This is an optimization exercise on Yosys and OpenROAD, whose aim is small area, not a production implementation. Only simulation tests tie the RTL to the original design; equivalence was not proved. No activity file was given, so power comes from the tool's default toggle rates.

Design race_controller, start of the top module:
module race_controller (
    input clk,
    input rst,
    input A1, B1, start1, Z1, up1, down1, left1, right1, steer_left1, steer_right1,
    input A2, B2, start2, Z2, up2, down2, left2, right2, steer_left2, steer_right2,
    input phase_loaded,
    input [20:0] imap_item_box1,
    input [20:0] imap_item_box2,
    input [20:0] imap_item_box3,
    input [20:0] imap_item_box4,
    input [20:0] imap_item_box5,
    input [20:0] imap_item_box6,
    input [20:0] imap_item_box7,
    input [20:0] imap_item_box8,
    input [1:0] map_type,
    input [3:0] min_tens, input [3:0] min_ones,
    input [3:0] sec_tens, input [3:0] sec_ones,
    input [3:0] ms_tens, input [3:0] ms_ones,
    input [9:0] car1_x, input [8:0] car1_y,
    input [9:0] car2_x, input [8:0] car2_y,
    output reg [2:0] phase,
    output in_loading_phase,
    output reg [2:0] selected_character1, output reg [2:0] selected_character2,
    output reg character_selected1, output reg character_selected2,
    output reg ready_for_race,
    output reg [1:0] laps_completed1, output reg [1:0] laps_completed2,
    output reg race_begin,
    output reg [1:0] oym_counter,
    output reg [1:0] finish_place1, output reg [1:0] finish_place2,
    output reg [3:0] fmin_tens1, output reg [3:0] fmin_ones1, output reg [3:0] fsec_tens1,
    output reg [3:0] fsec_ones1, output reg [3:0] fms_tens1, output reg [3:0] fms_ones1,
    output reg [3:0] fmin_tens2, output reg [3:0] fmin_ones2, output reg [3:0] fsec_tens2,
    output reg [3:0] fsec_ones2, output reg [3:0] fms_tens2, output reg [3:0] fms_ones2,
  ...
For scale: ~8300 cells after synthesis, ~940 flip-flops, about 710 I/O pins, ~0.062 mm^2 of cells after synthesis.
==> flow/config.mk <==
export PLATFORM = sky130hd
export DESIGN_NAME = race_controller
export DESIGN_NICKNAME = race_controller
export VERILOG_FILES = /design/flow/design.v
export SDC_FILE = /design/flow/constraint.sdc
export NUM_CORES = 4
export LEC_CHECK = 0
export CAP_MARGIN = 20
export CORE_MARGIN = 2
export CORE_UTILIZATION = 55
export PLACE_DENSITY = 0.7
export SLEW_MARGIN = 20
export SYNTH_HIERARCHICAL = 1
export SYNTH_MINIMUM_KEEP_SIZE = 0
==> flow/constraint.sdc <==
create_clock -name core_clock -period 12.0 [get_ports {clk}]
set_input_delay 2.4000 -clock core_clock [delete_from_list [all_inputs] [get_ports {clk}]]
set_output_delay 2.4000 -clock core_clock [all_outputs]
set_load 0.01 [all_outputs]
standard.sh (not shown) runs the stock make flow with config.mk's settings and CLKGATE_MAP_FILE= SYNTH_SCRIPT=/design/flow/synth_recipe.tcl, a recipe that flattens the netlist after the stock synthesis.
==> flow/flow/run.sh <==
#!/bin/bash
# The standard layout, with two changes:
#  - the port buffers are sky130_fd_sc_hd__buf_1 (one buffer on every port, as
#    in the standard flow, but the smallest buffer cell);
#  - clock tree synthesis clusters the flip-flops under clkbuf_4 leaf buffers
#    and inserts no dummy loads.
set -euo pipefail
export BUFFER_PORTS_ARGS="-buffer_cell sky130_fd_sc_hd__buf_1"
export CTS_ARGS="-sink_clustering_enable -repair_clock_nets -dont_use_dummy_load -buf_list {sky130_fd_sc_hd__clkbuf_4} -sink_clustering_size 10 -sink_clustering_max_diameter 40"
bash standard.sh > standard_flow.log 2>&1
The first run completed with no timing, DRC or antenna violations.
Then changed:
==> flow/run.sh (new file) <==
#!/bin/bash
# synth_recipe.tcl (not shown) runs the flow's synth.tcl, then flattens the netlist and writes it again
# the make line also repeats each setting of config.mk as NAME=value (left out here)
make -C /OpenROAD-flow-scripts/flow DESIGN_CONFIG=/design/flow/config.mk WORK_HOME=/design/flow/orfs CLKGATE_MAP_FILE= SYNTH_SCRIPT=/design/flow/synth_recipe.tcl finish
--- a/flow/config.mk
+++ b/flow/config.mk
@@ -9,4 +9,4 @@
 export CORE_MARGIN = 2
-export CORE_UTILIZATION = 55
-export PLACE_DENSITY = 0.7
+export CORE_UTILIZATION = 40
+export PLACE_DENSITY = 0.6
 export SLEW_MARGIN = 20
removed: flow/flow/run.sh
removed: flow/standard.sh
The new run went through all stages and came out clean. Combinational power goes up by a little under a tenth. Clock skew falls by 0.047 ns. Synthesized area does not change. Global-route usage goes down by 8.9 points. Die area grows by well over a third. Core utilization drops by 11 points. Sequential power hardly moves. Non-clock buffer count rose by 22. Clock-buffer cell count rises by 13. Hold slack loses 0.0065 ns. Cell count came out higher by a few percent.

-- afterwards: timing with drivers on the ports --
No port has a modelled driver above. Below, the same layouts with a new extraction and two added sets of constraints.
Step 1, drivers: a clkbuf_16 drives clk and a buf_2 each remaining input, both assumed.
Step 2, shift: input delay + t, output delay - t, t = (earliest + latest rising clock arrival at the registers) / 2. This alone moves slack from input paths to output paths.
Three values: ideal, step 1, step 2; two values: the first two.
| run | shift t [ns] | setup slack, ns | hold slack, ns | pins driven straight from the clock port |
|---|---|---|---|---|
| the first run | 1.135 | 3.304 / 3.281 / 2.419 | 0.412 / 0.412 / 0.412 | 1 |
| the second run | 0.801 | 2.332 / 2.309 / 2.309 | 0.406 / 0.406 / 0.406 | 1 |
After both steps every run listed still meets setup and hold. The setup slack of the first run, which loses most, moves by -0.023 ns with the drivers and by -0.885 ns with both steps.
